This is an optimization exercise on Yosys and OpenROAD, whose aim is small area, not a production implementation.
At most, simulation tests tie the RTL to the original design; equivalence was not proved.
No functional check of the RTL was part of runs 7 and 8.
Power is estimated from default activity; no workload was simulated.

==> flow/design.v <==
module BusHarness(input clk, input reset,
    input [31:0] io_jtag_haddr,
    input  io_jtag_hwrite,
    input [2:0] io_jtag_hsize,
    input [2:0] io_jtag_hburst,
    input [3:0] io_jtag_hprot,
    input [1:0] io_jtag_htrans,
    input  io_jtag_hmastlock,
    input [31:0] io_jtag_hwdata,
    output[31:0] io_jtag_hrdata,
    output io_jtag_hready,
    output io_jtag_hresp,
    input [31:0] io_dmem_haddr,
    input  io_dmem_hwrite,
    input [2:0] io_dmem_hsize,
    input [2:0] io_dmem_hburst,
    input [3:0] io_dmem_hprot,
    input [1:0] io_dmem_htrans,
    input  io_dmem_hmastlock,
    input [31:0] io_dmem_hwdata,
    output[31:0] io_dmem_hrdata,
    output io_dmem_hready,
    output io_dmem_hresp,
    input [31:0] io_imem_haddr,
    input  io_imem_hwrite,
    input [2:0] io_imem_hsize,
    input [2:0] io_imem_hburst,
    input [3:0] io_imem_hprot,
    input [1:0] io_imem_htrans,
    input  io_imem_hmastlock,
    input [31:0] io_imem_hwdata,
    output[31:0] io_imem_hrdata,
    output io_imem_hready,
    output io_imem_hresp,
    output[31:0] io_uart_paddr,
    output io_uart_pwrite,
    output io_uart_psel,
    output io_uart_penable,
    output[31:0] io_uart_pwdata,
    input [31:0] io_uart_prdata,
    input  io_uart_pready,
    input  io_uart_pslverr,
    output[31:0] io_spi_paddr,
    output io_spi_pwrite,
    output io_spi_psel,
    output io_spi_penable,
    output[31:0] io_spi_pwdata,
    input [31:0] io_spi_prdata,
    input  io_spi_pready,
    input  io_spi_pslverr,
    output[31:0] io_i2c_paddr,
    output io_i2c_pwrite,
    output io_i2c_psel,
    output io_i2c_penable,
    output[31:0] io_i2c_pwdata,
    input [31:0] io_i2c_prdata,
    input  io_i2c_pready,
    input  io_i2c_pslverr,
    output[31:0] io_datamem_haddr,
    output io_datamem_hwrite,
    output[2:0] io_datamem_hsize,
    output[2:0] io_datamem_hburst,
    output[3:0] io_datamem_hprot,
    output[1:0] io_datamem_htrans,
    output io_datamem_hmastlock,
    output[31:0] io_datamem_hwdata,
    input [31:0] io_datamem_hrdata,
    output io_datamem_hsel,
    output io_datamem_hreadyin,
    input  io_datamem_hreadyout,
    input  io_datamem_hresp,
    output[31:0] io_codemem_haddr,
    output io_codemem_hwrite,
    output[2:0] io_codemem_hsize,
    output[2:0] io_codemem_hburst,
    output[3:0] io_codemem_hprot,
    output[1:0] io_codemem_htrans,
    output io_codemem_hmastlock,
    output[31:0] io_codemem_hwdata,
    input [31:0] io_codemem_hrdata,
    output io_codemem_hsel,
    output io_codemem_hreadyin,
    input  io_codemem_hreadyout,
    input  io_codemem_hresp
);
  localparam W = 46;
  wire [31:0] m_hrdata_w [0:2];
  wire [2:0]  m_hresp_w;
  wire [W-1:0] io_m [0:2];
  assign io_m[0] = {io_jtag_hmastlock, io_jtag_hprot, io_jtag_hburst, io_jtag_hsize, io_jtag_hwrite, io_jtag_htrans, io_jtag_haddr};
  assign io_m[1] = {io_dmem_hmastlock, io_dmem_hprot, io_dmem_hburst, io_dmem_hsize, io_dmem_hwrite, io_dmem_htrans, io_dmem_haddr};
  assign io_m[2] = {io_imem_hmastlock, io_imem_hprot, io_imem_hburst, io_imem_hsize, io_imem_hwrite, io_imem_htrans, io_imem_haddr};
  wire [31:0] hw_m [0:2];
  assign hw_m[0] = io_jtag_hwdata;
  assign hw_m[1] = io_dmem_hwdata;
  assign hw_m[2] = io_imem_hwdata;
  wire [2:0]  s_rdy;
  wire [2:0]  s_resp;
  wire [31:0] s_rdata [0:2];
  reg  [2:0]   skb_valid;
  reg  [2:0]   dph [0:2];       
  reg  [W-1:0] buf_q [0:2];     
  reg  [2:0] hold [0:2];
  reg  [2:0] own  [0:2];
  wire [2:0] hold_any;
  assign hold_any[0] = hold[0][0] | hold[1][0] | hold[2][0];
  assign hold_any[1] = hold[0][1] | hold[1][1] | hold[2][1];
  assign hold_any[2] = hold[0][2] | hold[1][2] | hold[2][2];
  wire [W-1:0] req_m [0:2];     
  wire [2:0]   sel   [0:2];     
  wire [2:0]   rdy_ms [0:2];    
  wire [2:0]   mrdy;            
  wire [2:0]   skid;
  wire [2:0]   hrdyin;
  genvar m, s;
  generate
    for (m = 0; m < 3; m = m + 1) begin : g_m
      wire use_buf = skb_valid[m] | hold_any[m];
      assign req_m[m] = use_buf ? buf_q[m] : io_m[m];
      wire [3:0] rgn = skb_valid[m] ? buf_q[m][31:28] : io_m[m][31:28];
      wire [1:0] trn = skb_valid[m] ? buf_q[m][33:32] : io_m[m][33:32];
      wire act = trn != 2'b00;
      assign sel[m][0] = act & (rgn == 4'h3);
      assign sel[m][1] = act & (rgn == 4'h2);
      assign sel[m][2] = act & (rgn == 4'h0);
      for (s = 0; s < 3; s = s + 1) begin : g_s
        assign rdy_ms[m][s] = s_rdy[s] & (~hold[s][m] | own[s][m]);
      end
      assign mrdy[m] = ~(|dph[m]) | (|(dph[m] & rdy_ms[m]));
      assign skid[m] = (|dph[m]) & (|(sel[m] & ~rdy_ms[m]));
      assign hrdyin[m] = skb_valid[m] | mrdy[m];
      always @(posedge clk) begin
        buf_q[m] <= req_m[m];
        if (reset) begin
          skb_valid[m] <= 1'b0;
          dph[m] <= 3'b000;
        end else if (mrdy[m]) begin
          skb_valid[m] <= skid[m];
          dph[m] <= sel[m];
        end
      end
    end
  endgenerate
  wire [2:0] m_hready = ~skb_valid & mrdy;
  wire [2:0]   grant [0:2];     
  wire [W-1:0] s_req [0:2];
  wire [31:0]  s_hwdata [0:2];
  generate
    for (s = 0; s < 3; s = s + 1) begin : g_p
      wire [2:0] rq;
      assign rq[0] = (sel[0][s] & hrdyin[0]) | hold[s][0];
      assign rq[1] = (sel[1][s] & hrdyin[1]) | hold[s][1];
      assign rq[2] = (sel[2][s] & hrdyin[2]) | hold[s][2];
      assign grant[s][0] = rq[0];
      assign grant[s][1] = ~rq[0] & rq[1];
      assign grant[s][2] = ~rq[0] & ~rq[1] & rq[2];
      assign s_req[s] = rq[0] ? req_m[0] : rq[1] ? req_m[1] : req_m[2];
      assign s_hwdata[s] = own[s][0] ? hw_m[0] : own[s][1] ? hw_m[1] : hw_m[2];
      always @(posedge clk) begin
        if (reset) begin
          hold[s] <= 3'b000;
          own[s]  <= 3'b111;
        end else if (s_rdy[s]) begin
          hold[s] <= rq & ~grant[s];
          own[s]  <= grant[s];
        end
      end
    end
  endgenerate
  wire [2:0] s_hsel;
  assign s_hsel[0] = |grant[0];
  assign s_hsel[1] = |grant[1];
  assign s_hsel[2] = |grant[2];
  generate
    for (m = 0; m < 3; m = m + 1) begin : g_r
      wire [2:0] rs = dph[m] & {own[2][m], own[1][m], own[0][m]};
      assign m_hrdata_w[m] = ({32{rs[0]}} & s_rdata[0]) | ({32{rs[1]}} & s_rdata[1]) | ({32{rs[2]}} & s_rdata[2]);
      assign m_hresp_w[m] = |(rs & s_resp);
    end
  endgenerate
  reg  [1:0]  state;
  reg  [31:0] paddr_q;
  reg         pwrite_q;
  wire transfer = s_hsel[0] & s_rdy[0] & s_req[0][33];
  wire psel = state != 2'd0;
  wire penable = state == 2'd2;
  wire [2:0] ps;
  assign ps[0] = psel & (paddr_q[27:24] == 4'h2);
  assign ps[1] = psel & (paddr_q[27:24] == 4'h1);
  assign ps[2] = psel & (paddr_q[27:24] == 4'h0);
  wire pready = (ps[0] & io_uart_pready) | (ps[1] & io_spi_pready) | (ps[2] & io_i2c_pready);
  assign s_resp[0] = (ps[0] & io_uart_pslverr) | (ps[1] & io_spi_pslverr) | (ps[2] & io_i2c_pslverr);
  assign s_rdata[0] = ({32{ps[0]}} & io_uart_prdata) | ({32{ps[1]}} & io_spi_prdata) | ({32{ps[2]}} & io_i2c_prdata);
  assign s_rdy[0] = (state == 2'd0) | (penable & pready);
  always @(posedge clk) begin
    if (reset) state <= 2'd0;
    else if (state == 2'd2) state <= pready ? (transfer ? 2'd1 : 2'd0) : 2'd2;
    else if (state == 2'd1) state <= 2'd2;
    else if (transfer) state <= 2'd1;
    if (transfer) begin
      paddr_q  <= s_req[0][31:0];
      pwrite_q <= s_req[0][34];
    end
  end
  assign io_uart_paddr = paddr_q;
  assign io_spi_paddr  = paddr_q;
  assign io_i2c_paddr  = paddr_q;
  assign io_uart_pwrite = pwrite_q;
  assign io_spi_pwrite  = pwrite_q;
  assign io_i2c_pwrite  = pwrite_q;
  assign io_uart_psel = ps[0];
  assign io_spi_psel  = ps[1];
  assign io_i2c_psel  = ps[2];
  assign io_uart_penable = penable & ps[0];
  assign io_spi_penable  = penable & ps[1];
  assign io_i2c_penable  = penable & ps[2];
  assign io_uart_pwdata = s_hwdata[0];
  assign io_spi_pwdata  = s_hwdata[0];
  assign io_i2c_pwdata  = s_hwdata[0];
  assign s_rdy[1] = io_datamem_hreadyout;
  assign s_resp[1] = io_datamem_hresp;
  assign s_rdata[1] = io_datamem_hrdata;
  assign s_rdy[2] = io_codemem_hreadyout;
  assign s_resp[2] = io_codemem_hresp;
  assign s_rdata[2] = io_codemem_hrdata;
  assign {io_datamem_hmastlock, io_datamem_hprot, io_datamem_hburst, io_datamem_hsize, io_datamem_hwrite, io_datamem_htrans, io_datamem_haddr} = s_req[1];
  assign io_datamem_hwdata = s_hwdata[1];
  assign io_datamem_hsel = s_hsel[1];
  assign io_datamem_hreadyin = io_datamem_hreadyout;
  assign {io_codemem_hmastlock, io_codemem_hprot, io_codemem_hburst, io_codemem_hsize, io_codemem_hwrite, io_codemem_htrans, io_codemem_haddr} = s_req[2];
  assign io_codemem_hwdata = s_hwdata[2];
  assign io_codemem_hsel = s_hsel[2];
  assign io_codemem_hreadyin = io_codemem_hreadyout;
  assign io_jtag_hready = m_hready[0];
  assign io_dmem_hready = m_hready[1];
  assign io_imem_hready = m_hready[2];
  assign io_jtag_hresp = m_hresp_w[0];
  assign io_dmem_hresp = m_hresp_w[1];
  assign io_imem_hresp = m_hresp_w[2];
  assign io_jtag_hrdata = m_hrdata_w[0];
  assign io_dmem_hrdata = m_hrdata_w[1];
  assign io_imem_hrdata = m_hrdata_w[2];
endmodule
==> flow/run.sh <==
#!/bin/bash
# synth_recipe.tcl (not shown) runs the flow's synth.tcl, then flattens the netlist and writes it again
# the make line also repeats each setting of config.mk as NAME=value (left out here)
make -C /OpenROAD-flow-scripts/flow DESIGN_CONFIG=/design/flow/config.mk WORK_HOME=/design/flow/orfs CLKGATE_MAP_FILE= SYNTH_SCRIPT=/design/flow/synth_recipe.tcl finish
==> flow/config.mk <==
export PLATFORM = sky130hd
export DESIGN_NAME = BusHarness
export DESIGN_NICKNAME = BusHarness
export VERILOG_FILES = /design/flow/design.v
export SDC_FILE = /design/flow/constraint.sdc
export NUM_CORES = 4
export LEC_CHECK = 0
export CAP_MARGIN = 20
export CORE_AREA = 4 4 276 276
export DIE_AREA = 0 0 280 280
export PLACE_DENSITY = 0.6
export SLEW_MARGIN = 20
==> flow/constraint.sdc <==
create_clock -name core_clock -period 8.0 [get_ports {clk}]
set_input_delay 1.6000 -clock core_clock [delete_from_list [all_inputs] [get_ports {clk}]]
set_output_delay 1.6000 -clock core_clock [all_outputs]
set_load 0.01 [all_outputs]
==> results of run 1 <==
-- Yosys cell counts, drive strengths merged (4+ instances only) --
master  count  area share [%]
mux2       51             3.5
a222oi     99             6.1
nor2b       4            0.15
nor2      191             4.4
a21o        4            0.19
nand2     291             6.7
o22ai       4            0.19
nor3b       4            0.19
nor3       16            0.53
or3        90             3.5
nor4        7            0.49
dfxtp     167              21
o21ai     122             3.8
a31o        4            0.22
a21oi      51             1.6
or2         4            0.15
inv       198             4.6
a41o       84             5.2
edfxtp     33             6.1
clkbuf    122             2.8
nand2b      6            0.28
mux2i     284              18
buf       184             7.7
a211oi      6            0.28
and2       14            0.54
-- kinds of logic after synthesis --
| family | count (synthesis) | synth area share, % |
|---|---|---|
| simple gates | 639 | 17.51 |
| buf+inv | 504 | 15.12 |
| compound gates | 409 | 19.47 |
| mux | 335 | 21.13 |
| flops | 200 | 26.77 |
-- state kept, by name, summed over array words and instances (netlist names) --
signal,cells
state,2
hold,6
paddr_q,32
own,9
dph,9
pwrite_q,1
skb_valid,3
buf_q,138
-- final cells by class --
cell class / count / area share [%]
clock buffers: 18 / 1.766
diodes: 16 / 0.1570
repair buffers: 913 / 35.54
well taps: 959 / 4.705
inverters: 198 / 2.914
clock inverters: 14 / 0.5887
flip-flops and latches: 200 / 17.07
multi-input cells: 1383 / 37.26
-- how the worst min path moves through the flow --
stage / startpoint / to / slack (ns) / cells after the start
after floorplan: own[0][2] / own[0][2] / 0.44 / 2
after global placement: buf_q[0][31] / buf_q[0][31] / 0.47 / 1
after detailed placement: buf_q[0][30] / buf_q[0][30] / 0.47 / 1
after CTS: buf_q[0][31] / buf_q[0][31] / 0.49 / 1
after global routing: buf_q[2][45] / buf_q[2][45] / 0.51 / 1
final: buf_q[0][31] / buf_q[0][31] / 0.49 / 1
-- metrics by stage --
stage,utilization [%],instance area [sq um],hold slack (ns)
floorplan,-,16190,0.4401
global placement,33.96,24860,0.4662
detailed placement,33.96,24860,0.4710
CTS,34.78,25460,0.4904
global route,34.82,25490,0.5058
finish,34.84,25500,0.4877
-- per-layer routing --
layer	vias up	GRT usage, %	part of all wire (%)
met4	4	8.213	3.7
met3	118	5.700	8.5
met1	8717	26.63	40
met5	-	0	0.030
li1	8538	-	-
met2	927	36.28	47
-- power groups by stage --
stage          sequential, mW  clock (mW)  combinational, mW
3_5_place_dp             1.12           0               1.16
3_3_place_gp             1.12           0               1.16
6_report                 1.10       0.899               1.16
4_1_cts                  1.10       0.933               1.17
2_1_floorplan            1.12           0              0.503
5_1_grt                  1.11       0.962               1.23
-- cell usage in the layout (no fill, tap or decap), drive strengths merged, types with 7 or more instances in the layout --
cell           synthesis  layout
nor2                 191     191
buf                  184      45
dfxtp                167     167
mux2                  51      51
edfxtp                33      33
diode                  0      16
clkbuf               122      18
nor3                  16      16
and2                  14      14
or3                   90      90
mux2i                284     284
clkdlybuf4s50          0     868
o21ai                122     122
inv                  198     207
nor4                   7       7
a21oi                 51      51
a222oi                99      99
a41o                  84      84
nand2                291     291
==> flow_summary.ini, run 1 <==
[run_status]
outcome = finished clean

[synth]
yosysWarnings = 5
synthCells = 2087
synth_seq_area_share_pct = 26.77
syn-num-nets = 2493
ys_ff_latch = 200
synthArstFlopShare_pct = 0
synthFlopType = dfxtp_1
netlist-cell-type-count = 64
synth_edf_count = 33
synth_area_sq_um = 16190
post_synth.cell_area_avg_sq_um = 7.757

[clock_network]
cts_tree = built
clkSlewWorstSetupHoldPaths_ns = 0.08
clockBufferDepth = 2
clk_latency_ns = 0.46
holdBufCountCts = 0
cts_buffers = 17
clkSinkCount = 200
post_cts_buffers = 0
htreeDepth = 4
cts_resized = 0
cts_root_buf = clkbuf_16

[sta]
fin_skew_ns = 0.01574
finalHoldViolations = 0
worst_slew_pin_slew_ns = 1.125
slew_headroom_pct = 24.19
period_needed_ns = 6.836
fmax_ghz = 0.1463
setup_viol = 0
setup_ws_ns = 1.164
fin_tns_setup_ns = 0
rsz0062_at_grt = no
final_max_slew_viol_count = 0
finalCritPeriodShare_pct = 85.45

[placed_design]
gp_congestion = 0.9114
dp.cells = 3653
portBuffers = 868
dp_hpwl_microns = 70110
pre_cts_ws_ns = 1.173

[worst_setup_path]
cp.depth = 8
r2r-start = skb_valid[0]
endpoint = io_codemem_haddr[4]
path_buf_inv = 3
rrSetupSlack_ns = 4.31
slowest_stage = clkdlybuf4s50_1
critical_path.startpoint = io_codemem_hreadyout
worst-r2r-cell-count = 9
crit_chain = clkdlybuf4s50_1, and3_1, nor4_4, nor3_4, buf_12, or3_1, a41o_1, clkdlybuf4s50_1
slowest_delay_ns = 0.95
path_max_fanout = 44
cp-end-kind = output pin
cp.required_ns = 6.40
start_kind = input pin
critPathMostFrequentCell = clkdlybuf4s50_1
cp.arrival_ns = 5.24
crit_type = input pin to output pin
r2r-end = paddr_q[10]
crit_family = buffers and inverters

[grt]
antenna_found_initial = 23
grt_max_degree = 96
grt_pass1_vias = 17290
grt_pass1_wl_microns = 126000
grt_use_total_pct = 21.63
grt-ovfl-total = 0

[layout]
syn2layout_area_growth_pct = 57.53
drive_gt1_share_pct = 6.016
fillCellCount = 7642
final_net_count = 3119
stdcell_count = 3701
multi_input_area_sq_um = 9503
seqCellArea_sq_um = 4353

[power]
peakVddDrop_mv = 0.1126
intPower_mw = 2.127
p_seq_share_pct = 34.8
p_switching_mw = 1.037
p_per_area_nw_per_um2 = 124.1
p_leak_nw = 11.32
swShare_pct = 32.77
p_total_mw = 3.164
power_frac_comb_pct = 36.8
pwr-share-clk_pct = 28.4

[floorplan]
rows = 99
die_w_microns = 280
pin_count = 869
dieArea_sq_um = 78400
core-area_sq_um = 73210
die_height_microns = 280
start_util_pct = 22.11

[worst_hold_path]
hold_class = flip-flop to flip-flop

[job]
drv_cap = 0

[drt]
drt_iter0_drc = 1861
vias = 18300
viasPerCell = 4.946
ant_nets = 0
wl_per_cell_microns = 24.62
drc = 0
drt_first_pass_iters = 13
postRouteWirelength_microns = 91130
==> run 2: changes to the inputs <==
==> flow/flow/run.sh (new file) <==
#!/bin/bash
# Standard ORFS layout, except that the port buffers are the smallest buffer cell
# (buf_1) instead of the cell buffer_ports picks by default.
set -euo pipefail
export BUFFER_PORTS_ARGS="-buffer_cell sky130_fd_sc_hd__buf_1"
bash standard.sh finish > flow_make.log 2>&1
==> flow/standard.sh (new file) <==
#!/bin/bash
# synth_recipe.tcl (not shown) runs the flow's synth.tcl, then flattens the netlist and writes it again
# the make line also repeats each setting of config.mk as NAME=value (left out here)
make -C /OpenROAD-flow-scripts/flow DESIGN_CONFIG=/design/flow/config.mk WORK_HOME=/design/flow/orfs CLKGATE_MAP_FILE= SYNTH_SCRIPT=/design/flow/synth_recipe.tcl "${@:-finish}"
removed: flow/run.sh
==> flow_summary.ini, run 2 <==
[power]
p_per_area_nw_per_um2 = 140.4
p_leak_nw = 8.990
peakVddDrop_mv = 0.1202

[drt]
highest_layer = met5
wl_met2_microns = 41430
viasPerCell = 5.025
drt_first_pass_iters = 19
wl_met3_microns = 7691
vias = 18550
ant_nets = 0
drt_iter0_drc = 1885
postRouteWirelength_microns = 87300
drc = 0
wl_met1_microns = 34640
wl_per_cell_microns = 23.65

[synth]
synthCells = 2087
synthFlopType = dfxtp_1
synth_top_family_by_area = multiplexers
synth_xor_area_share_pct = 0
synth_mux_area_share_pct = 21.13
ys_ff_latch = 200
yosysWarnings = 5
syn-num-nets = 2493
synth_area_leaders = dfxtp_1 21%, mux2i_1 17%, nand2_1 6.7%, a222oi_1 6.1%, buf_4 6.1%
synthArstFlopShare_pct = 0
synth-adder-area-share_pct = 0
synth_area_sq_um = 16190
synth_common_cells = 291 x nand2_1, 283 x mux2i_1, 198 x inv_1, 191 x nor2_1, 167 x dfxtp_1
synth_edf_count = 33
yosysMostFrequentCell = nand2_1
synth_compound_area_share_pct = 19.47
synthDominantCellAreaShare_pct = 20.65
netlist-cell-type-count = 64
synth-simple-area-share_pct = 17.51
synth_largest_area_cell = dfxtp_1
synth_seq_area_share_pct = 26.77
post_synth.cell_area_avg_sq_um = 7.757

[clock_network]
post_cts_buffers = 0
clkSlewWorstSetupHoldPaths_ns = 0.07
cts_tree = built
cts_resized = 0
clkSinkCount = 200
clockBufferDepth = 2
htreeDepth = 4
clk_latency_ns = 0.45
holdBufCountCts = 0
cts_buffers = 17
cts_root_buf = clkbuf_16

[layout]
regMostFlops = buf_q
final_cell_area_sq_um = 20020
largest_register_ffs = 138
layout_common_cells = 868 x buf_1, 291 x nand2_1, 283 x mux2i_1
seqCellArea_sq_um = 4353
final_common_cell = buf_1
syn2layout_area_growth_pct = 23.69
reg_top3 = buf_q (138), paddr_q (32)
post-route-util_pct = 27.35
multi_input_area_sq_um = 9503
final_net_count = 3118
fillCellCount = 8179
drive_gt1_share_pct = 5.908

[worst_setup_path]
crit_type = input pin to output pin
r2r-start = hold[2][1]
cp.required_ns = 6.40
cp.arrival_ns = 4.20
start_kind = input pin
path_max_fanout = 70
critical_path.startpoint = io_dmem_haddr[28]
cp-end-kind = output pin

[sta]
setup_viol = 0
holdWs_ns = 0.4592
slew_headroom_pct = 26.32
worst_slew_pin_slew_ns = 1.094
period_needed_ns = 5.800
finalCritPeriodShare_pct = 72.50
finalHoldViolations = 0
rsz0062_at_grt = no
fmax_ghz = 0.1724
fin_skew_ns = 0.01571
final_max_slew_viol_count = 0
fin_tns_setup_ns = 0

[grt]
grt_pass1_vias = 17150
grt_max_degree = 96
antenna_found_initial = 14
grt_pass1_wl_microns = 120700
grt-ovfl-total = 0
grt_use_total_pct = 20.73

[floorplan]
dieArea_sq_um = 78400
pin_count = 869
rows = 99
die_w_microns = 280
start_util_pct = 22.11
die_height_microns = 280
core-area_sq_um = 73210

[worst_hold_path]
hold_start = own[0][0]
hold_class = flip-flop to flip-flop

[placed_design]
portBuffers = 868
place_area_sq_um = 19440
dp_hpwl_microns = 67540
gp_congestion = 0.9220

[job]
drv_cap = 0

[run_status]
outcome = finished clean
## run 2: cell counts after synthesis
No cell type changed its count.
## run 2: final cells by class
type / count / share of cell area (%)
repair buffers: 912 / 18.17
multi-input cells: 1383 / 47.46
diodes: 8 / 0.09998
clock inverters: 10 / 0.4124
flip-flops and latches: 200 / 21.74
well taps: 959 / 5.992
inverters: 198 / 3.712
clock buffers: 22 / 2.418
## run 2: routing by layer
| metal | vias to the layer above | global-route usage (%) |
|---|---|---|
| met1 | 8827 | 25.25 |
| met3 | 154 | 5.334 |
| met2 | 1058 | 35.25 |
| met5 | - | 0 |
| met4 | 6 | 7.771 |
| li1 | 8508 | - |
## run 2: through the flow
stage,instances,power (mW),worst slack (ns)
after detailed placement,3652,1.952,2.132
after global placement,3652,1.949,2.144
final,3692,2.812,2.200
after global routing,3686,2.939,1.945
after CTS,3684,2.834,2.128
after floorplan,2087,1.620,2.942
## run 2: cells by family (layout without fill, tap and decap cells)
family,count (synthesis),in the layout
AND/OR/NAND/NOR,639,639
buffers and inverters,504,1142
AO/OA/AOI/OAI,409,409
multiplexers,335,335
flip-flops,200,200
other,0,8
## run 2: power by group
part,switching [mW],internal [mW]
logic,0.551,0.289
clock network,0.433,0.440
registers,0.0237,1.08
total,1.01,1.80
## run 2: path summary, 6_finish.rpt
path / end / slack [ns] / cells past startpoint
worst max-delay path: io_codemem_haddr[19] / 2.20 / 9
worst min-delay path: own[0][0] / 0.46 / 2
worst max register to register: paddr_q[4] / 4.04 / 7
worst min register to register: own[0][0] / 0.46 / 2
## run 2: critical path, stage by stage
cell and delay [ns]:
buf_1 0.10, or4_1 0.50, nor2_1 0.21, o21ai_0 0.22
nor3_4 0.61, buf_12 0.34, or3_1 0.16, a41o_1 0.17
buf_1 0.19
==> run 3: changes to the inputs <==
--- a/flow/config.mk
+++ b/flow/config.mk
@@ -6,4 +6,5 @@
 export NUM_CORES = 4
 export LEC_CHECK = 0
+export ABC_AREA = 1
 export CAP_MARGIN = 20
 export CORE_AREA = 4 4 276 276
==> flow_summary.ini, run 3 <==
[run_status]
outcome = finished clean

[layout]
final_cell_area_sq_um = 19080
post-route-util_pct = 26.07
largest_register_ffs = 138
final_common_cell = nand2_1
stdcell_count = 4061
syn2layout_area_growth_pct = 23.38
reg_top3 = buf_q (138), paddr_q (32)
regMostFlops = buf_q
drive_gt1_share_pct = 6.286
layout_common_cells = 1,001 x nand2_1, 868 x buf_1, 253 x inv_1
final_net_count = 3479

[floorplan]
start_util_pct = 21.13
pin_count = 869
dieArea_sq_um = 78400
die_height_microns = 280
die_w_microns = 280
rows = 99
core-area_sq_um = 73210

[synth]
synthFlopType = dfxtp_1
synth_edf_count = 33
synth_largest_area_cell = nand2_1
synth_area_leaders = nand2_1 24%, dfxtp_1 22%, o21ai_0 6.7%, buf_4 6.6%, edfxtp_1 6.4%
synthArstFlopShare_pct = 0
synth_common_cells = 1,001 x nand2_1, 257 x inv_1, 207 x o21ai_0, 167 x dfxtp_1, 155 x nand3_1
synth_area_sq_um = 15470
synthCells = 2430
synth_seq_area_share_pct = 28.02
netlist-cell-type-count = 47
yosysWarnings = 5
ys_ff_latch = 200
syn-num-nets = 2836
yosysMostFrequentCell = nand2_1
synthDominantCellAreaShare_pct = 24.29
post_synth.cell_area_avg_sq_um = 6.365

[power]
peakVddDrop_mv = 0.1279
pwr-share-clk_pct = 20.0
swShare_pct = 47.44
p_per_area_nw_per_um2 = 225.5
p_total_mw = 4.303
intPower_mw = 2.262
p_seq_share_pct = 30.0
p_leak_nw = 7.808
power_frac_comb_pct = 50.0
p_switching_mw = 2.042

[worst_setup_path]
cp.arrival_ns = 4.28
cp.required_ns = 6.40
r2r-end = paddr_q[11]
path_max_fanout = 42
crit_type = flip-flop to output pin
cp-end-kind = output pin
worst-r2r-cell-count = 8
r2r-start = skb_valid[2]
rrSetupSlack_ns = 4.15
start_kind = flip-flop

[clock_network]
clkSinkCount = 200
post_cts_buffers = 0
cts_resized = 0
cts_root_buf = clkbuf_16
cts_tree = built
clk_latency_ns = 0.46
clockBufferDepth = 2
holdBufCountCts = 0
cts_buffers = 17
htreeDepth = 4
clkSlewWorstSetupHoldPaths_ns = 0.09

[grt]
grt_pass1_wl_microns = 116100
grt-ovfl-total = 0
antenna_found_initial = 28
grt_max_degree = 75
grt_use_total_pct = 19.72
grt_pass1_vias = 17440

[placed_design]
dp.cells = 4013
place_area_sq_um = 18480
portBuffers = 868
pre_cts_ws_ns = 2.112
gp_congestion = 0.9489
dp_hpwl_microns = 65350

[sta]
period_needed_ns = 5.882
setup_viol = 0
finalCritPeriodShare_pct = 73.52
slew_headroom_pct = 34.83
setup_ws_ns = 2.118
fin_tns_setup_ns = 0
holdWs_ns = 0.4617
fin_skew_ns = 0.02742
final_max_slew_viol_count = 0
fmax_ghz = 0.1700
rsz0062_at_grt = no
worst_slew_pin_slew_ns = 0.9776
finalHoldViolations = 0

[drt]
drt_first_pass_iters = 5
vias = 18930
drc = 0
wl_per_cell_microns = 20.29
ant_nets = 0
postRouteWirelength_microns = 82380
drt_iter0_drc = 1547
viasPerCell = 4.661

[worst_hold_path]
hold_path_end = buf_q[0][31]
hold_start = buf_q[0][31]
hold-path-cell-count = 2
hold_class = flip-flop to flip-flop

[job]
drv_cap = 0
-- run 3: logic make-up (layout without fill, tap and decap cells) --
| family | after synthesis | after routing | synth area share [%] |
|---|---|---|---|
| compound gates | 435 | 435 | 20.58 |
| buf+inv | 542 | 1198 | 17.37 |
| mux | 20 | 20 | 1.456 |
| flops | 200 | 200 | 28.02 |
| other cells | 0 | 16 | 0 |
| simple gates | 1233 | 1233 | 32.57 |
-- run 3: routing by layer --
layer / routed length [microns] / vias up / GRT usage [%]
li1: - / 9029 / -
met4: 3220 / 10 / 7.524
met1: 32400 / 8675 / 23.55
met3: 8593 / 164 / 7.106
met2: 38100 / 1049 / 32.49
met5: 65 / - / 0
-- run 3: final cells by class --
cell class                      instances  area [sq um]
Timing Repair Buffer                  898          3483
Inverter                              268          1016
Multi-Input combinational cell       1688          8446
Tap cell                              959          1200
Fill cell                            8378         54120
Antenna cell                           16         40.04
Sequential cell                       200          4339
Clock buffer                           20         456.7
Clock inverter                         12         101.3
-- run 3: critical path, stage by stage (launching register included) --
cell and delay [ns]:
dfxtp_2 0.33, inv_2 0.36, buf_4 0.48, or2_0 0.16
o21ai_1 0.19, nand2_1 0.17, nand3_1 0.17, nor2_2 0.24
nand2_4 0.12, inv_4 0.44, nor2_8 0.19, inv_4 0.48
o221ai_1 0.20, buf_1 0.17
-- run 3: power groups by stage --
stage                     Clock [mW]  Sequential [mW]  Combinational, mW
after CTS                      0.890             1.29               2.16
after global routing           0.919             1.31               2.36
final                          0.861             1.29               2.15
after detailed placement           0             1.31               2.15
after floorplan                    0             1.30               1.44
after global placement             0             1.31               2.14
-- run 3: worst max-delay path by stage --
| stage | from | to | slack (ns) |
|---|---|---|---|
| finish | skb_valid[0] | io_codemem_haddr[2] | 2.12 |
| global route | skb_valid[0] | io_datamem_haddr[0] | 1.80 |
| CTS | skb_valid[0] | io_codemem_haddr[0] | 1.97 |
| detailed placement | io_jtag_haddr[30] | io_codemem_haddr[2] | 2.11 |
| global placement | io_codemem_hreadyout | io_datamem_htrans[1] | 2.20 |
| floorplan | io_datamem_hreadyout | io_datamem_haddr[25] | 3.37 |
==> run 4: changes to the inputs <==
--- a/flow/design.v
+++ b/flow/design.v
@@ -112,9 +112,10 @@
   wire [2:0]   mrdy;            
   wire [2:0]   skid;
+  wire         apb_hold;
   wire [2:0]   hrdyin;
   genvar m, s;
   generate
     for (m = 0; m < 3; m = m + 1) begin : g_m
-      wire use_buf = skb_valid[m] | hold_any[m];
+      wire use_buf = skb_valid[m] | hold_any[m] | (apb_hold & own[0][m]);
       assign req_m[m] = use_buf ? buf_q[m] : io_m[m];
       wire [3:0] rgn = skb_valid[m] ? buf_q[m][31:28] : io_m[m][31:28];
@@ -155,6 +156,6 @@
       assign grant[s][1] = ~rq[0] & rq[1];
       assign grant[s][2] = ~rq[0] & ~rq[1] & rq[2];
-      assign s_req[s] = rq[0] ? req_m[0] : rq[1] ? req_m[1] : req_m[2];
-      assign s_hwdata[s] = own[s][0] ? hw_m[0] : own[s][1] ? hw_m[1] : hw_m[2];
+      assign s_req[s] = ({W{grant[s][0]}} & req_m[0]) | ({W{grant[s][1]}} & req_m[1]) | ({W{grant[s][2]}} & req_m[2]);
+      assign s_hwdata[s] = ({32{own[s][0]}} & hw_m[0]) | ({32{own[s][1]}} & hw_m[1]) | ({32{own[s][2]}} & hw_m[2]);
       always @(posedge clk) begin
         if (reset) begin
@@ -180,9 +181,10 @@
   endgenerate
   reg  [1:0]  state;
-  reg  [31:0] paddr_q;
-  reg         pwrite_q;
   wire transfer = s_hsel[0] & s_rdy[0] & s_req[0][33];
   wire psel = state != 2'd0;
   wire penable = state == 2'd2;
+  assign apb_hold = psel & ~s_rdy[0];
+  wire [31:0] paddr_q = ({32{own[0][0]}} & buf_q[0][31:0]) | ({32{own[0][1]}} & buf_q[1][31:0]) | ({32{own[0][2]}} & buf_q[2][31:0]);
+  wire pwrite_q = (own[0][0] & buf_q[0][34]) | (own[0][1] & buf_q[1][34]) | (own[0][2] & buf_q[2][34]);
   wire [2:0] ps;
   assign ps[0] = psel & (paddr_q[27:24] == 4'h2);
@@ -198,8 +200,4 @@
     else if (state == 2'd1) state <= 2'd2;
     else if (transfer) state <= 2'd1;
-    if (transfer) begin
-      paddr_q  <= s_req[0][31:0];
-      pwrite_q <= s_req[0][34];
-    end
   end
   assign io_uart_paddr = paddr_q;
==> flow/flow/run.sh (replaced) <==
#!/bin/bash
# Standard ORFS layout with two changes:
#  - ABC maps the logic with an area-oriented script (flow/abc_area.script, used in
#    place of ORFS's abc_area.script; flip-flop mapping is untouched),
#  - port buffers use the smallest buffer cell (buf_1).
set -euo pipefail
W=$(pwd)
rm -rf "$W/orfs_scripts"
cp -r "$FLOW_HOME/scripts" "$W/orfs_scripts"
cp "$W/flow/abc_area.script" "$W/orfs_scripts/abc_area.script"
export SCRIPTS_DIR="$W/orfs_scripts"
export BUFFER_PORTS_ARGS="-buffer_cell sky130_fd_sc_hd__buf_1"
bash standard.sh finish > flow_make.log 2>&1
==> flow/flow/abc_area.script (new file) <==
strash
dch
amap
strash
dch
amap
topo
--- a/flow/config.mk
+++ b/flow/config.mk
@@ -8,6 +8,9 @@
 export ABC_AREA = 1
 export CAP_MARGIN = 20
-export CORE_AREA = 4 4 276 276
-export DIE_AREA = 0 0 280 280
+export CELL_PAD_IN_SITES_DETAIL_PLACEMENT = 1
+export CELL_PAD_IN_SITES_GLOBAL_PLACEMENT = 1
+export CORE_AREA = 4 4 206 206
+export CTS_BUF_LIST = sky130_fd_sc_hd__clkbuf_4
+export DIE_AREA = 0 0 210 210
 export PLACE_DENSITY = 0.6
 export SLEW_MARGIN = 20
==> flow_summary.ini, run 4 <==
[synth]
ys_ff_latch = 167
synth_area_leaders = dfxtp_1 29%, a222oi_1 14%, clkinv_1 9.3%, o21ai_0 8.9%, buf_4 8.6%
yosysMostFrequentCell = clkinv_1
synthFlopType = dfxtp_1
synth_area_sq_um = 11530
syn-num-nets = 1845
synth_largest_area_cell = dfxtp_1
yosysWarnings = 5
netlist-cell-type-count = 27
synthDominantCellAreaShare_pct = 29.01
synth_edf_count = 0
synth_seq_area_share_pct = 29.01
synth_common_cells = 285 x clkinv_1, 205 x o21ai_0, 167 x dfxtp_1, 163 x a222oi_1, 132 x buf_4
post_synth.cell_area_avg_sq_um = 8.010
synthArstFlopShare_pct = 0
synthCells = 1439

[floorplan]
rows = 73
start_util_pct = 28.81
die_height_microns = 210
die_w_microns = 210

[run_status]
haltStage = 3_2_place_iop
tool.error = [ERROR PPL-0024] Number of IO pins (869) exceeds maximum number of available positions (754). Increase the die perimeter from 840.00um to 1181.84um.
outcome = aborted with a tool error
[run 4: cells by family after synthesis]
logic type	count (synthesis)	synth area share, %
AO/OA/AOI/OAI	743	48.66
buffers and inverters	417	17.88
flip-flops	167	29.01
AND/OR/NAND/NOR	112	4.451
==> run 5: changes to the inputs <==
==> flow/config.mk (replaced) <==
export PLATFORM = sky130hd
export DESIGN_NAME = BusHarness
export DESIGN_NICKNAME = BusHarness
export VERILOG_FILES = /design/flow/design.v
export SDC_FILE = /design/flow/constraint.sdc
export NUM_CORES = 4
export LEC_CHECK = 0
export ABC_AREA = 1
export CAP_MARGIN = 20
export CORE_AREA = 4 4 276 276
export CTS_BUF_LIST = sky130_fd_sc_hd__clkbuf_8
export DIE_AREA = 0 0 280 280
export PLACE_DENSITY = 0.6
export SLEW_MARGIN = 20
==> flow_summary.ini, run 5 <==
[worst_setup_path]
path_max_fanout = 31
rrSetupSlack_ns = 2.83
start_kind = flip-flop
r2r-start = own[0][1]
crit_family = compound AO/OA/AOI/OAI gates
slowest_delay_ns = 0.62
cp.required_ns = 6.40
cp-end-kind = output pin
crit_chain = a222oi_1, clkinv_1, or3_1, nor3_1, a22oi_1, nand2_1, buf_4, o21ai_0, o221ai_1, nor2_1, o21ai_0, nand2_2, buf_4, o21ai_0, buf_1
crit_type = flip-flop to output pin
slowest_stage = nand2_2
critPathMostFrequentCell = o21ai_0
cp.arrival_ns = 5.95
path_buf_inv = 4
critical_path.startpoint = own[0][1]

[placed_design]
dp_hpwl_microns = 65340
gp_congestion = 0.9804
portBuffers = 868
pre_cts_ws_ns = 1.076
dp.cells = 3172

[worst_hold_path]
hold_class = flip-flop to flip-flop
hold_start = buf_q[1][45]

[sta]
final_max_slew_viol_count = 0
period_needed_ns = 7.548
finalHoldViolations = 0
worst_slew_pin_slew_ns = 0.9570
fmax_ghz = 0.1325
setup_ws_ns = 0.4516
setup_viol = 0
fin_skew_ns = 0.02206
slew_headroom_pct = 36.20
holdWs_ns = 0.5021
finalCritPeriodShare_pct = 94.36
rsz0062_at_grt = no
fin_tns_setup_ns = 0

[clock_network]
cts_root_buf = clkbuf_8
holdBufCountCts = 0
htreeDepth = 4
clk_latency_ns = 0.51
clockBufferDepth = 2
clkSinkCount = 167
cts_tree = built
cts_buffers = 17
post_cts_buffers = 0
clkSlewWorstSetupHoldPaths_ns = 0.12
cts_resized = 0

[layout]
regMostFlops = buf_q
seqCellArea_sq_um = 3354
final_common_cell = buf_1
largest_register_ffs = 138
multi_input_area_sq_um = 6185
drive_gt1_share_pct = 3.964
reg_top3 = buf_q (138), dph (9), own (9)
fillCellCount = 8434
stdcell_count = 3215
syn2layout_area_growth_pct = 37.06
final_net_count = 2638
layout_common_cells = 867 x buf_1, 279 x clkinv_1, 204 x o21ai_0

[synth]
synthCells = 1439
synth-simple-area-share_pct = 4.451
synthFlopType = dfxtp_1
synth_xor_area_share_pct = 0
synth_compound_area_share_pct = 48.66
ys_ff_latch = 167
synth_top_family_by_area = compound AO/OA/AOI/OAI gates
synth_common_cells = 285 x clkinv_1, 205 x o21ai_0, 167 x dfxtp_1, 163 x a222oi_1, 132 x buf_4
synth_edf_count = 0
netlist-cell-type-count = 27
synth_area_sq_um = 11530
synthArstFlopShare_pct = 0
synth_mux_area_share_pct = 0
yosysMostFrequentCell = clkinv_1
syn-num-nets = 1845
synth-adder-area-share_pct = 0
post_synth.cell_area_avg_sq_um = 8.010
synth_largest_area_cell = dfxtp_1
synth_area_leaders = dfxtp_1 29%, a222oi_1 14%, clkinv_1 9.3%, o21ai_0 8.9%, buf_4 8.6%
synthDominantCellAreaShare_pct = 29.01
yosysWarnings = 5
synth_seq_area_share_pct = 29.01

[drt]
drt_iter0_drc = 2729
drt_first_pass_iters = 14
drc = 0
ant_nets = 0
postRouteWirelength_microns = 85810
wl_per_cell_microns = 26.69
vias = 16740
viasPerCell = 5.206

[floorplan]
die_w_microns = 280
rows = 99
start_util_pct = 15.74
pin_count = 869
dieArea_sq_um = 78400
core-area_sq_um = 73210
die_height_microns = 280

[power]
p_leak_nw = 4.698
p_per_area_nw_per_um2 = 243.3
peakVddDrop_mv = 0.1588

[grt]
grt_use_total_pct = 20.13
grt_pass1_vias = 15300
antenna_found_initial = 27
grt-ovfl-total = 0
grt_max_degree = 47
grt_pass1_wl_microns = 115300

[run_status]
outcome = finished clean

[job]
drv_cap = 0
-- run 5: per-stage QoR --
stage	util, %	cell area (sq um)	power (mW)
final	21.58	15800	3.843
after global routing	21.57	15790	4.043
after CTS	21.54	15770	3.841
after detailed placement	20.98	15360	3.146
after global placement	20.98	15360	3.147
after floorplan	-	11560	2.359
-- run 5: power by group --
part | switching (mW) | internal (mW) | total (mW)
registers | 0.124 | 1.03 | 1.16
logic | 1.45 | 0.552 | 2.00
clock network | 0.415 | 0.266 | 0.681
total | 1.99 | 1.85 | 3.84
-- run 5: path summary, 6_finish.rpt --
path / end / depth (start not counted)
setup / recovery: io_codemem_haddr[12] / 15
hold reg to reg: buf_q[1][45] / 2
setup reg to reg: state[0] / 16
hold / removal: buf_q[1][45] / 2
-- run 5: area by class of cell --
cell class              instances  share of cell area [%]
clock buffers                  17                   1.481
flip-flops and latches        167                   21.23
well taps                     959                   7.595
multi-input cells             855                   39.15
inverters                     285                   6.788
repair buffers                906                   22.45
diodes                         11                  0.1742
clock inverters                15                   1.125
-- run 5: tightest hold or removal path: cells and delay by family, from the launching register on --
family	cells	cell delay (ns)
flops	1	0.33
compound gates	1	0.10
buf+inv	1	0.05
-- run 5: cell families (layout without fill, tap and decap cells) --
logic type,Yosys count,count (layout)
AOI/OAI and AO/OA,743,743
and+or+nand+nor,112,112
buffers and inverters,417,1223
other,0,11
DFF,167,167
-- run 5: per-layer routing --
metal / vias up / track usage [%] / wire (microns)
li1: 7192 / - / -
met5: - / 1.404 / 138
met3: 176 / 5.841 / 9763
met1: 7977 / 24.24 / 32110
met2: 1387 / 34.27 / 40470
met4: 6 / 6.797 / 3319
==> run 6: changes to the inputs <==
--- a/flow/config.mk
+++ b/flow/config.mk
@@ -9,5 +9,4 @@
 export CAP_MARGIN = 20
 export CORE_AREA = 4 4 276 276
-export CTS_BUF_LIST = sky130_fd_sc_hd__clkbuf_8
 export DIE_AREA = 0 0 280 280
 export PLACE_DENSITY = 0.6
==> flow_summary.ini, run 6 <==
[worst_setup_path]
rrSetupSlack_ns = 2.77
critPathMostFrequentCell = o21ai_0
r2r-end = state[0]
crit_type = flip-flop to output pin
slowest_stage = nand2_2
cp.required_ns = 6.40
r2r-start = own[0][1]
crit_chain = a222oi_1, clkinv_1, or3_1, nor3_1, a22oi_1, nand2_1, buf_4, o21ai_0, o221ai_1, nor2_1, o21ai_0, nand2_2, buf_4, o21ai_0, buf_1
cp-end-kind = output pin
path_max_fanout = 31
start_kind = flip-flop
cp.arrival_ns = 5.89
slowest_delay_ns = 0.64
critical_path.startpoint = own[0][1]
worst-r2r-cell-count = 16

[layout]
final_net_count = 2638
final_common_cell = buf_1
syn2layout_area_growth_pct = 38.72
final_cell_area_sq_um = 15990
drive_gt1_share_pct = 3.964
largest_register_ffs = 138
fillCellCount = 8417
regMostFlops = buf_q
layout_common_cells = 867 x buf_1, 279 x clkinv_1, 204 x o21ai_0
stdcell_count = 3215
reg_top3 = buf_q (138), dph (9), own (9)

[power]
pwr-share-clk_pct = 21.9
power_frac_comb_pct = 49.5
p_seq_share_pct = 28.6
swShare_pct = 49.76
peakVddDrop_mv = 0.1651
p_per_area_nw_per_um2 = 253.7
intPower_mw = 2.038
p_leak_nw = 4.785
p_switching_mw = 2.018

[synth]
synth_largest_area_cell = dfxtp_1
synth_area_leaders = dfxtp_1 29%, a222oi_1 14%, clkinv_1 9.3%, o21ai_0 8.9%, buf_4 8.6%
synth_area_sq_um = 11530
synthCells = 1439
post_synth.cell_area_avg_sq_um = 8.010
synthFlopType = dfxtp_1
synth_seq_area_share_pct = 29.01
synthDominantCellAreaShare_pct = 29.01
synth_edf_count = 0
netlist-cell-type-count = 27
synth_common_cells = 285 x clkinv_1, 205 x o21ai_0, 167 x dfxtp_1, 163 x a222oi_1, 132 x buf_4
synthArstFlopShare_pct = 0
ys_ff_latch = 167
yosysMostFrequentCell = clkinv_1
yosysWarnings = 5
syn-num-nets = 1845

[grt]
grt-busiest-layer = met2
grt_max_degree = 47
grt_pass1_vias = 15300
grt-ovfl-total = 0
met2_usage_pct = 34.15
grt_pass1_wl_microns = 115400
gr-usage-met3_pct = 6.091
grt_use_total_pct = 20.14
use_met1_pct = 24.27
antenna_found_initial = 27

[worst_hold_path]
hold_class = flip-flop to flip-flop
hold_path_end = buf_q[1][45]
hold-path-cell-count = 2
hold_start = buf_q[1][45]

[sta]
fin_skew_ns = 0.01654
setup_viol = 0
finalHoldViolations = 0
rsz0062_at_grt = no
period_needed_ns = 7.487
holdWs_ns = 0.4927
fmax_ghz = 0.1336
finalCritPeriodShare_pct = 93.59
worst_slew_pin_slew_ns = 1.032
final_max_slew_viol_count = 0
fin_tns_setup_ns = 0
slew_headroom_pct = 31.22

[placed_design]
portBuffers = 868
dp.cells = 3172
place_area_sq_um = 15360
dp_hpwl_microns = 65340
gp_congestion = 0.9804

[floorplan]
rows = 99
core-area_sq_um = 73210
die_w_microns = 280
start_util_pct = 15.74
die_height_microns = 280
pin_count = 869
dieArea_sq_um = 78400

[clock_network]
htreeDepth = 4
cts_buffers = 17
clockBufferDepth = 2
clkSlewWorstSetupHoldPaths_ns = 0.09
post_cts_buffers = 0
holdBufCountCts = 0
clk_latency_ns = 0.45
cts_tree = built
cts_resized = 0
cts_root_buf = clkbuf_16
clkSinkCount = 167

[drt]
drt_first_pass_iters = 14
wl_per_cell_microns = 26.68
viasPerCell = 5.195
ant_nets = 0
vias = 16700
drc = 0
postRouteWirelength_microns = 85790
drt_iter0_drc = 2643

[job]
drv_cap = 0

[run_status]
outcome = finished clean
[run 6: final cells by class]
class                   count  area (sq um)  area share (%)
diodes                     11         27.53          0.1722
clock buffers              17         425.4           2.661
clock inverters            15         177.7           1.111
inverters                 285          1072           6.706
multi-input cells         855          6185           38.68
flip-flops and latches    167          3354           20.98
well taps                 959          1200           7.504
repair buffers            906          3547           22.18
[run 6: critical path, delay by kind of cell, from the launching register on]
kind,cells,cell delay [ns]
buf+inv,4,1.12
simple gates,5,1.80
compound gates,6,2.13
flops,1,0.37
[run 6: logic make-up (layout without fill, tap and decap cells)]
family,Yosys count,after routing,synth area share [%]
other,0,11,0
buffers and inverters,417,1223,17.88
AO/OA/AOI/OAI,743,743,48.66
AND/OR/NAND/NOR,112,112,4.451
flip-flops,167,167,29.01
[run 6: power by group through the flow]
stage	combinational (mW)	clock (mW)	sequential, mW
2_1_floorplan	1.20	0	1.16
3_3_place_gp	1.98	0	1.17
3_5_place_dp	1.98	0	1.17
4_1_cts	1.98	0.915	1.16
5_1_grt	2.14	0.938	1.18
6_report	2.01	0.889	1.16
[run 6: per-layer routing]
layer / part of all wire, % / vias up
li1: - / 7202
met3: 11 / 167
met2: 47 / 1383
met1: 37 / 7945
met5: 0.16 / -
met4: 3.8 / 6
[run 6: how the worst max path moves through the flow]
stage	depth (start not counted)	endpoint	slack, ns
after CTS	15	io_codemem_haddr[12]	0.56
after floorplan	16	io_codemem_htrans[1]	0.37
after global placement	15	io_codemem_haddr[12]	1.23
final	15	io_codemem_haddr[12]	0.51
after detailed placement	15	io_codemem_haddr[12]	1.08
after global routing	15	io_codemem_haddr[12]	0.09
[run 6: per-stage QoR]
stage	power (mW)	util [%]	setup WS, ns
6_report	4.056	21.84	0.5129
5_1_grt	4.256	21.83	0.09213
4_1_cts	4.052	21.80	0.5552
3_5_place_dp	3.146	20.98	1.076
3_3_place_gp	3.147	20.98	1.232
2_1_floorplan	2.359	-	0.3691
==> run 7: changes to the inputs <==
--- a/flow/design.v
+++ b/flow/design.v
@@ -101,4 +101,5 @@
   reg  [2:0]   dph [0:2];       
   reg  [W-1:0] buf_q [0:2];     
+  reg  [2:0]   tgt_q [0:2];     
   reg  [2:0] hold [0:2];
   reg  [2:0] own  [0:2];
@@ -119,10 +120,10 @@
       wire use_buf = skb_valid[m] | hold_any[m] | (apb_hold & own[0][m]);
       assign req_m[m] = use_buf ? buf_q[m] : io_m[m];
-      wire [3:0] rgn = skb_valid[m] ? buf_q[m][31:28] : io_m[m][31:28];
-      wire [1:0] trn = skb_valid[m] ? buf_q[m][33:32] : io_m[m][33:32];
-      wire act = trn != 2'b00;
-      assign sel[m][0] = act & (rgn == 4'h3);
-      assign sel[m][1] = act & (rgn == 4'h2);
-      assign sel[m][2] = act & (rgn == 4'h0);
+      wire act = io_m[m][33:32] != 2'b00;
+      wire [2:0] dec_io;
+      assign dec_io[0] = act & (io_m[m][31:28] == 4'h3);
+      assign dec_io[1] = act & (io_m[m][31:28] == 4'h2);
+      assign dec_io[2] = act & (io_m[m][31:28] == 4'h0);
+      assign sel[m] = skb_valid[m] ? tgt_q[m] : dec_io;
       for (s = 0; s < 3; s = s + 1) begin : g_s
         assign rdy_ms[m][s] = s_rdy[s] & (~hold[s][m] | own[s][m]);
@@ -133,4 +134,5 @@
       always @(posedge clk) begin
         buf_q[m] <= req_m[m];
+        if (~use_buf) tgt_q[m] <= dec_io;
         if (reset) begin
           skb_valid[m] <= 1'b0;
@@ -201,7 +203,7 @@
     else if (transfer) state <= 2'd1;
   end
-  assign io_uart_paddr = paddr_q;
-  assign io_spi_paddr  = paddr_q;
-  assign io_i2c_paddr  = paddr_q;
+  assign io_uart_paddr = {~ps[0], ~ps[0], ps[0], ps[0], ~ps[0], ~ps[0], ps[0], ~ps[0], paddr_q[23:0]};
+  assign io_spi_paddr  = {~ps[1], ~ps[1], ps[1], ps[1], ~ps[1], ~ps[1], ~ps[1], ps[1], paddr_q[23:0]};
+  assign io_i2c_paddr  = {~ps[2], ~ps[2], ps[2], ps[2], ~ps[2], ~ps[2], ~ps[2], ~ps[2], paddr_q[23:0]};
   assign io_uart_pwrite = pwrite_q;
   assign io_spi_pwrite  = pwrite_q;
@@ -222,9 +224,11 @@
   assign s_resp[2] = io_codemem_hresp;
   assign s_rdata[2] = io_codemem_hrdata;
-  assign {io_datamem_hmastlock, io_datamem_hprot, io_datamem_hburst, io_datamem_hsize, io_datamem_hwrite, io_datamem_htrans, io_datamem_haddr} = s_req[1];
+  assign {io_datamem_hmastlock, io_datamem_hprot, io_datamem_hburst, io_datamem_hsize, io_datamem_hwrite, io_datamem_htrans, io_datamem_haddr[27:0]} = {s_req[1][45:32], s_req[1][27:0]};
+  assign io_datamem_haddr[31:28] = {~s_hsel[1], ~s_hsel[1], s_hsel[1], ~s_hsel[1]};
   assign io_datamem_hwdata = s_hwdata[1];
   assign io_datamem_hsel = s_hsel[1];
   assign io_datamem_hreadyin = io_datamem_hreadyout;
-  assign {io_codemem_hmastlock, io_codemem_hprot, io_codemem_hburst, io_codemem_hsize, io_codemem_hwrite, io_codemem_htrans, io_codemem_haddr} = s_req[2];
+  assign {io_codemem_hmastlock, io_codemem_hprot, io_codemem_hburst, io_codemem_hsize, io_codemem_hwrite, io_codemem_htrans, io_codemem_haddr[27:0]} = {s_req[2][45:32], s_req[2][27:0]};
+  assign io_codemem_haddr[31:28] = {4{~s_hsel[2]}};
   assign io_codemem_hwdata = s_hwdata[2];
   assign io_codemem_hsel = s_hsel[2];
--- a/flow/config.mk
+++ b/flow/config.mk
@@ -8,5 +8,8 @@
 export ABC_AREA = 1
 export CAP_MARGIN = 20
+export CELL_PAD_IN_SITES_DETAIL_PLACEMENT = 1
+export CELL_PAD_IN_SITES_GLOBAL_PLACEMENT = 1
 export CORE_AREA = 4 4 276 276
+export CTS_BUF_LIST = sky130_fd_sc_hd__clkbuf_8 sky130_fd_sc_hd__clkbuf_16
 export DIE_AREA = 0 0 280 280
 export PLACE_DENSITY = 0.6
==> flow_summary.ini, run 7 <==
[run_status]
outcome = finished clean

[clock_network]
clk_latency_ns = 0.45
clockBufferDepth = 2
clkSlewWorstSetupHoldPaths_ns = 0.08
cts_tree = built
cts_buffers = 17
clkSinkCount = 164
holdBufCountCts = 0
htreeDepth = 4
cts_root_buf = clkbuf_16

[synth]
synthFlopType = dfxtp_1
synth_area_sq_um = 11290
synth_common_cells = 269 x clkinv_1, 201 x o21ai_0, 156 x a222oi_1, 155 x dfxtp_1, 143 x buf_4
synth_compound_area_share_pct = 47.84
yosysMostFrequentCell = clkinv_1
synth-adder-area-share_pct = 0
synth_mux_area_share_pct = 0
synth_xor_area_share_pct = 0
synthArstFlopShare_pct = 0
synthDominantCellAreaShare_pct = 27.48
synth_area_leaders = dfxtp_1 27%, a222oi_1 14%, buf_4 9.5%, clkinv_1 8.9%, o21ai_0 8.9%
synth_seq_area_share_pct = 29.88
ys_ff_latch = 164
synth_edf_count = 9
synth-simple-area-share_pct = 3.834
synth_top_family_by_area = compound AO/OA/AOI/OAI gates
synth_largest_area_cell = dfxtp_1
yosysWarnings = 6
netlist-cell-type-count = 26
post_synth.cell_area_avg_sq_um = 8.082
synthCells = 1397
syn-num-nets = 1803

[grt]
grt_max_degree = 46
grt-ovfl-total = 0
grt_use_total_pct = 19.56
grt_pass1_wl_microns = 114200
grt_pass1_vias = 15580
antenna_found_initial = 25

[sta]
fin_tns_setup_ns = 0
period_needed_ns = 7.333
rsz0062_at_grt = no
setup_ws_ns = 0.6669
setup_viol = 0
slew_headroom_pct = 32.74
worst_slew_pin_slew_ns = 0.9996
fin_skew_ns = 0.01749
holdWs_ns = 0.4898
fmax_ghz = 0.1364
finalCritPeriodShare_pct = 91.66
final_max_slew_viol_count = 0
finalHoldViolations = 0

[placed_design]
gp_congestion = 0.8750
portBuffers = 868
place_area_sq_um = 15050
dp_hpwl_microns = 63650
pre_cts_ws_ns = 0.7553
dp.cells = 3115

[layout]
post-route-util_pct = 21.42
final_cell_area_sq_um = 15680
regMostFlops = buf_q
syn2layout_area_growth_pct = 38.87
largest_register_ffs = 126
final_net_count = 2581
layout_common_cells = 868 x buf_1, 267 x clkinv_1, 198 x o21ai_0
final_common_cell = buf_1
stdcell_count = 3156
drive_gt1_share_pct = 3.931

[worst_setup_path]
path_buf_inv = 6
start_kind = flip-flop
slowest_stage = dfxtp_4
slowest_delay_ns = 0.62
crit_family = simple AND/OR/NAND/NOR gates
cp.arrival_ns = 5.73
cp.required_ns = 6.40
crit_chain = clkinv_1, o221ai_1, nand2b_1, nor2_4, clkinv_1, nor2_1, a221oi_1, nand2_1, o21ai_0, o21ai_0, a21oi_1, clkinv_1, nor2_1, nor2_1, nor2_1, nor2_4, buf_4, nor2_2, clkinv_1, buf_1
cp-end-kind = output pin
crit_type = flip-flop to output pin
path_max_fanout = 37

[job]
drv_cap = 0

[drt]
drt_first_pass_iters = 9
vias = 15690
drc = 0
wl_per_cell_microns = 26.20
drt_iter0_drc = 1483
postRouteWirelength_microns = 82670
viasPerCell = 4.972
ant_nets = 0

[floorplan]
die_height_microns = 280
rows = 99
pin_count = 869
die_w_microns = 280
dieArea_sq_um = 78400
start_util_pct = 15.42
core-area_sq_um = 73210

[power]
p_leak_nw = 4.700
p_per_area_nw_per_um2 = 503.2
peakVddDrop_mv = 0.2087
p_total_mw = 7.890

[worst_hold_path]
hold_class = flip-flop to flip-flop
[run 7: changes by cell type after synthesis, sizes merged, moves of 6 or more]
cell / before / now
a222oi: 163 / 156
a22oi: 96 / 84
buf: 132 / 143
nor3: 16 / 10
dfxtp: 167 / 155
clkinv: 285 / 269
nor2: 47 / 62
edfxtp: 0 / 9
[run 7: layout make-up]
type                    count  area, sq um
diodes                      9        22.52
multi-input cells         821         5942
inverters                 269         1010
well taps                 959         1200
flip-flops and latches    164         3385
clock buffers              17        425.4
repair buffers            902         3513
clock inverters            15        182.7
fillers                  9217        57530
[run 7: cell families after synthesis]
| kind of cell | Yosys count |
|---|---|
| AND/OR/NAND/NOR | 104 |
| AO/OA/AOI/OAI | 717 |
| buffers and inverters | 412 |
| flip-flops | 164 |
[run 7: path summary, 6_finish.rpt]
path | slack [ns] | endpoint | startpoint | depth (start not counted)
worst max-delay path | 0.67 | io_datamem_haddr[29] | own[0][2] | 20
worst min-delay path | 0.49 | own[2][2] | own[2][2] | 2
worst max register to register | 3.07 | state[0] | own[0][2] | 20
worst min register to register | 0.49 | own[2][2] | own[2][2] | 2
[run 7: routing by layer]
metal | GRT usage, % | routed length, microns | part of all wire, %
met1 | 23.00 | 32120 | 39
met2 | 33.60 | 40130 | 49
met3 | 5.833 | 7380 | 8.9
met4 | 7.446 | 2991 | 3.6
met5 | 0 | 57 | 0.069
[run 7: worst min-delay path, delay by kind of cell, from the launching register on]
family / cells / cell delay [ns]
flip-flops: 1 / 0.32
buffers and inverters: 1 / 0.06
AO/OA/AOI/OAI: 1 / 0.06
[run 7: power breakdown]
group	internal, mW	total (mW)	switching (mW)
Sequential	1.26	1.53	0.269
Clock	0.450	0.866	0.416
Combinational	1.54	5.50	3.96
[run 7: repair_timing]
action                     CTS  global route
resized for setup            0             1
setup endpoints to repair    0             2
buffers inserted             0             0
==> run 8: changes to the inputs <==
==> flow/config.mk (replaced) <==
export PLATFORM = sky130hd
export DESIGN_NAME = BusHarness
export DESIGN_NICKNAME = BusHarness
export VERILOG_FILES = /design/flow/design.v
export SDC_FILE = /design/flow/constraint.sdc
export NUM_CORES = 4
export LEC_CHECK = 0
export ABC_AREA = 1
export CAP_MARGIN = 20
export CORE_AREA = 4 4 276 276
export DIE_AREA = 0 0 280 280
export PLACE_DENSITY = 0.35
export SLEW_MARGIN = 20
==> flow_summary.ini, run 8 <==
[run_status]
outcome = finished clean

[worst_setup_path]
cp-end-kind = output pin
crit_family = simple AND/OR/NAND/NOR gates
slowest_stage = nor2_4
path_buf_inv = 6
crit_type = flip-flop to output pin
path_max_fanout = 24
cp.arrival_ns = 5.57
crit_chain = a222oi_1, clkinv_1, nor2_4, clkinv_1, nor2_1, a221oi_1, nand2_1, buf_4, o21ai_0, o21ai_0, a21oi_1, clkinv_1, nor2_1, nor2_1, nor2_1, nor2_4, buf_4, a22oi_1, o21ai_0, buf_1
slowest_delay_ns = 0.75
start_kind = flip-flop
critPathMostFrequentCell = nor2_1
cp.required_ns = 6.40

[floorplan]
die_height_microns = 280
start_util_pct = 15.42
rows = 99
dieArea_sq_um = 78400
core-area_sq_um = 73210
pin_count = 869
die_w_microns = 280

[sta]
fmax_ghz = 0.1395
holdWs_ns = 0.4863
fin_skew_ns = 0.02367
period_needed_ns = 7.168
rsz0062_at_grt = no
finalHoldViolations = 0
setup_ws_ns = 0.8323
final_max_slew_viol_count = 0
finalCritPeriodShare_pct = 89.60
slew_headroom_pct = 28.09
setup_viol = 0
fin_tns_setup_ns = 0
worst_slew_pin_slew_ns = 1.079

[drt]
wl_met3_microns = 8986
drt_first_pass_iters = 12
vias = 16050
wl_per_cell_microns = 28.20
drc = 0
drt_iter0_drc = 2092
highest_layer = met5
wl_met1_microns = 35110
wl_met2_microns = 42480
postRouteWirelength_microns = 89170
viasPerCell = 5.076
ant_nets = 0

[clock_network]
cts_resized = 0
cts_tree = built
holdBufCountCts = 0
post_cts_buffers = 0
clockBufferDepth = 2
clkSlewWorstSetupHoldPaths_ns = 0.07
htreeDepth = 4
cts_root_buf = clkbuf_16
cts_buffers = 17
clk_latency_ns = 0.46
clkSinkCount = 164

[synth]
yosysMostFrequentCell = clkinv_1
synth_xor_area_share_pct = 0
synth_largest_area_cell = dfxtp_1
synthFlopType = dfxtp_1
synth-adder-area-share_pct = 0
synth_seq_area_share_pct = 29.88
yosysWarnings = 6
synthDominantCellAreaShare_pct = 27.48
synthArstFlopShare_pct = 0
synth_common_cells = 269 x clkinv_1, 201 x o21ai_0, 156 x a222oi_1, 155 x dfxtp_1, 143 x buf_4
ys_ff_latch = 164
synth_mux_area_share_pct = 0
syn-num-nets = 1803
synthCells = 1397
synth_edf_count = 9
synth_area_leaders = dfxtp_1 27%, a222oi_1 14%, buf_4 9.5%, clkinv_1 8.9%, o21ai_0 8.9%
synth_compound_area_share_pct = 47.84
synth_area_sq_um = 11290
netlist-cell-type-count = 26
post_synth.cell_area_avg_sq_um = 8.082
synth_top_family_by_area = compound AO/OA/AOI/OAI gates
synth-simple-area-share_pct = 3.834

[layout]
regMostFlops = buf_q
layout_common_cells = 868 x buf_1, 267 x clkinv_1, 198 x o21ai_0
final_cell_area_sq_um = 15720
seqCellArea_sq_um = 3379
syn2layout_area_growth_pct = 39.20
fillCellCount = 8514
final_common_cell = buf_1
multi_input_area_sq_um = 5934
largest_register_ffs = 126
final_net_count = 2583
drive_gt1_share_pct = 3.836

[power]
p_per_area_nw_per_um2 = 513.6
peakVddDrop_mv = 0.3458
p_leak_nw = 4.714

[grt]
grt-ovfl-total = 0
grt_pass1_wl_microns = 120200
grt_pass1_vias = 15520
grt_use_total_pct = 21.07
antenna_found_initial = 35
grt_max_degree = 60

[placed_design]
portBuffers = 868
gp_congestion = 1.005
dp_hpwl_microns = 68230
place_area_sq_um = 15060
pre_cts_ws_ns = 1.305

[worst_hold_path]
hold_class = flip-flop to flip-flop

[job]
drv_cap = 0
-- run 8: cell counts after synthesis --
Identical to the previous run, type by type.
-- run 8: metal layers --
metal / vias to the layer above / GRT usage (%)
met4: 10 / 7.758
met1: 7865 / 25.47
met3: 132 / 6.665
met5: - / 0
met2: 1057 / 35.19
li1: 6987 / -
-- run 8: power breakdown --
group	switching [mW]	internal (mW)
clock network	0.398	0.471
registers	0.252	1.26
logic	4.14	1.55
total	4.79	3.28
-- run 8: cell families (layout without fill, tap and decap cells) --
family,after synthesis,in the layout
buffers and inverters,412,1205
AOI/OAI and AO/OA,717,717
and+or+nand+nor,104,104
DFF,164,164
other,0,13
-- run 8: worst paths after layout --
| kind | start | endpoint | cells after the start | slack, ns |
|---|---|---|---|---|
| hold / removal | own[2][2] | own[2][2] | 2 | 0.49 |
| hold reg to reg | own[2][2] | own[2][2] | 2 | 0.49 |
| setup / recovery | own[0][0] | io_codemem_haddr[15] | 20 | 0.83 |
| setup reg to reg | own[0][0] | own[2][2] | 18 | 3.31 |
-- run 8: final cells by class --
type | instances | share of cell area, %
clock inverter | 14 | 1.075
sequential | 164 | 21.50
tap | 959 | 7.635
inverter | 269 | 6.433
clock buffer | 18 | 2.731
timing repair buffer | 904 | 22.66
antenna | 13 | 0.2070
multi-input combinational | 821 | 37.76
-- run 8: stage by stage --
stage	utilization [%]	total power [mW]	cells
floorplan	-	4.911	1397
global placement	20.57	7.278	3116
detailed placement	20.57	7.217	3116
CTS	21.38	8.127	3148
global route	21.46	8.577	3160
finish	21.47	8.072	3162
-- run 8: worst reg2reg max path, delay by kind of cell, from the launching register on --
family / cells / cell delay, ns
AND/OR/NAND/NOR: 7 / 1.70
AO/OA/AOI/OAI: 7 / 1.59
buffers and inverters: 4 / 0.87
flip-flops: 1 / 0.44

[re-timing with driven ports]
How much do the figures lean on ideal ports? The routed layouts below were timed once more, with nothing changed but the port constraints. Step 1, drivers: a clkbuf_16 drives clk and a buf_2 each remaining input, both assumed. Step 2 times the ports against the registers' clock, not the clock port: input delays grow and output delays shrink by t, the midpoint of the rising clock arrivals with the driver on. Slacks: ideal ports / drivers / drivers and shift; pairs: ideal ports / drivers.
run | t, ns | setup WS [ns] | worst slew at a driven data input, ns
run 1 | 0.497 | 1.164 / 1.135 / 1.135 | 0.27
run 2 | 0.495 | 2.200 / 2.152 / 2.152 | 0.19
run 3 | 0.492 | 2.118 / 2.068 / 2.102 | 0.22
run 5 | 0.536 | 0.452 / 0.414 / 0.950 | 0.22
run 6 | 0.483 | 0.513 / 0.471 / 0.954 | 0.22
run 7 | 0.492 | 0.667 / 0.616 / 1.108 | 0.24
run 8 | 0.499 | 0.832 / 0.779 / 1.215 | 0.24
After both steps setup and hold are still met in every run listed. For run 2, which loses most, drivers alone change the setup slack by -0.048 ns; drivers and shift together by -0.048 ns.
